Context: an optimization exercise on an open-source flow, tuned for small area. The choices shown serve that exercise and are no tape-out recipe.
Function was checked by simulation only, so behaviour that the tests miss may differ from the original.
No activity file was given, so power comes from the tool's default toggle rates.

// flash_adc_encoder_top
module flash_adc_encoder_top #(parameter N = 255)(
    input               clk,
    input  [N-1:0]      therm_in,
    output reg [7:0]    code_out
);
For scale: about 400 cells after synthesis, ~8 flip-flops, ~260 I/O pins, about 2200 µm² of cells after synthesis.
Settings: LEC_CHECK=0, CAP_MARGIN=20, CORE_AREA=2.5 2.5 107.5 107.5, DIE_AREA=0 0 110 110, SLEW_MARGIN=20; clock period 3.0 ns.
standard.sh (not shown) runs the stock make flow with config.mk's settings and CLKGATE_MAP_FILE= SYNTH_SCRIPT=/design/flow/synth_recipe.tcl, a recipe that flattens the netlist after the stock synthesis.
==> flow/flow/run.sh <==
#!/bin/bash
# Layout flow: the standard ORFS flow, with two changes.
#  - Synthesis maps with an area-oriented ABC script (flow/abc_area.script):
#    the same ORFS synthesis otherwise, so the registers and their names match.
#  - The port buffers are sky130_fd_sc_hd__buf_1 cells.
set -euo pipefail
cd "$(dirname "$0")/.."
rm -rf scripts_own
cp -r "$FLOW_HOME/scripts" scripts_own
cp flow/abc_area.script scripts_own/abc_area.script
bash standard.sh SCRIPTS_DIR="$PWD/scripts_own" ABC_AREA=1 \
  "BUFFER_PORTS_ARGS=-buffer_cell sky130_fd_sc_hd__buf_1" finish > standard.log 2>&1
==> flow/flow/abc_area.script <==
strash; &get -n; &st; &nf -a -R 1000; &put; topo; stime -c
The baseline ran to the end with no violations.
Edit:
CTS_BUF_LIST = sky130_fd_sc_hd__clkbuf_2   (was default)
GPL_TIMING_DRIVEN = 0   (was default)
=> Area after synthesis is unchanged; worst hold slack gets worse by 100 ps; sequential share of layout area climbs by 0.12 points; via count is about the same; sequential power hardly moves.

== v12 ==
Another version of the RTL of flash_adc_encoder_top (not shown whole).
For scale: ~410 cells after synthesis, ~8 flip-flops, about 260 I/O pins, roughly 0.0022 mm² of cells after synthesis.
// flash_adc_encoder_top
module flash_adc_encoder_top #(parameter N = 255)(
    input               clk,
    input  [N-1:0]      therm_in,
    output reg [7:0]    code_out
);
export LEC_CHECK = 0
export CAP_MARGIN = 20
export CORE_AREA = 2.5 2.5 87.5 87.5
export CTS_BUF_LIST = sky130_fd_sc_hd__clkbuf_2
export DIE_AREA = 0 0 90 90
export GPL_TIMING_DRIVEN = 0
export PLACE_DENSITY = 0.9
export SETUP_SLACK_MARGIN = -0.16
export SLEW_MARGIN = 20
create_clock -name core_clock -period 3.0 [get_ports {clk}]
==> flow/flow/abc_area.script <==
strash; &get -n; &st; &nf -a -R 1000 -F 8 -A 8; &put; topo; stime -c
Scripts as last shown in full above: flow/flow/run.sh
[inputs] v50 vs v12
- PLACE_DENSITY changed from 0.9 to 0.8
v50 did not stop at any stage, and its layout met the timing, design-rule and antenna checks.
v50 against v12: final period demand of the worst path now sits higher; clock power now sits higher; combinational share of power now sits lower; total wire length now sits lower; worst hold-check slack now sits lower.
v12 -> v50: post-synthesis register bit count delta 0, exact match
### v50 -> v39
- a change of CORE_AREA from 2.5 2.5 87.5 87.5 to 2.5 2.5 97.5 97.5
- a change of DIE_AREA from 0 0 90 90 to 0 0 100 100
### Flow results
In terms of sequential share of layout area, v39 and v50 differ only marginally. v39 has area added between synthesis and finish above what v50 had. Part of the power in registers in v39 is 0.3 points below v50. The floorplan die area in v39 is 1.2 times that in v50. Diff v39 and v50: total placed cells including tap cells lower in v50. Route | v39 vs v50 | wire longer in v39. Summary of v39 over v50: number of filler cells placed in the layout moved up, power has increased, period utilization shrank by 0.66 points. Time the final worst path needs with I/O delays and setup in v39 vs v50: down 0.020 ns. Comparing the two runs side by side, v39 comes out behind v50 on wire length of the first global-routing pass.
Relative to v39, the following input files were edited for v9:
- a change of CORE_AREA from 2.5 2.5 97.5 97.5 to 2.5 2.5 87.5 87.5
- a change of DIE_AREA from 0 0 100 100 to 0 0 90 90
- a change of SETUP_SLACK_MARGIN from -0.16 to -0.08
- a deleted PLACE_DENSITY that had been 0.8
diff --git a/flow/flow/run.sh b/flow/flow/run.sh
--- a/flow/flow/run.sh
+++ b/flow/flow/run.sh
@@ -12 +12,2 @@
-  "BUFFER_PORTS_ARGS=-buffer_cell sky130_fd_sc_hd__buf_1" finish > standard.log 2>&1
+  "BUFFER_PORTS_ARGS=-buffer_cell sky130_fd_sc_hd__buf_1" \
+  SKIP_CTS_REPAIR_TIMING=1 RECOVER_POWER=100 finish > standard.log 2>&1
### Flow results
- v39 → v9: global-route wire length before repair saw little to no change; routing usage on met1 saw an increase.
- Compared v9 vs v39, and period utilization is down in v9.
- Relative to v39, combinational fraction of design power has gone up in v9.
- In the flow results for v9 and v39, the relative area change from synthesis to final layout is smaller on v9.
- The total wirelength of the detailed-routed design in v9 sits 150 µm below the value recorded for v39.
- Number of standard cells in the final layout excluding fillers, v9 and v39: larger value in v39
- Status: cell area after layout parity (v9, v39)

==> separate check: timing with driven ports <==
In the flow no input, the clock included, has a driving cell. The finished layouts below were timed again as built, in two steps.
Step 1: set_driving_cell puts a clkbuf_16 on clk and a buf_2 on each other input, an assumption about the parent block.
Step 2 also shifts input and output timing later by t, the mid clock arrival at the registers, as if the neighbouring blocks saw the same clock.
a / b / c = ideal / step 1 / step 2; a / b = the first two.
run | shift t [ns] | setup slack, ns | slew at the worst register clock pin (ns) | cell pins on the clock port's net
the first run of note 1 | 0.252 | 0.593 / 0.602 / 0.350 | 0.04 / 0.04 | 1
the second run of note 1 | 0.268 | 0.232 / 0.239 / -0.028 | 0.10 / 0.10 | 1
v12 | 0.248 | 0.202 / 0.203 / -0.045 | 0.07 / 0.07 | 1
v50 | 0.266 | 0.120 / 0.123 / -0.143 | 0.07 / 0.07 | 1
v39 | 0.263 | 0.139 / 0.142 / -0.121 | 0.09 / 0.09 | 1
v9 | 0.240 | 0.210 / 0.206 / -0.034 | 0.06 / 0.06 | 1
Met with ideal ports but missed after step 2: setup timing in 5 of these runs. For v50, which loses most, drivers alone change the setup slack by +0.003 ns; drivers and shift together by -0.263 ns.
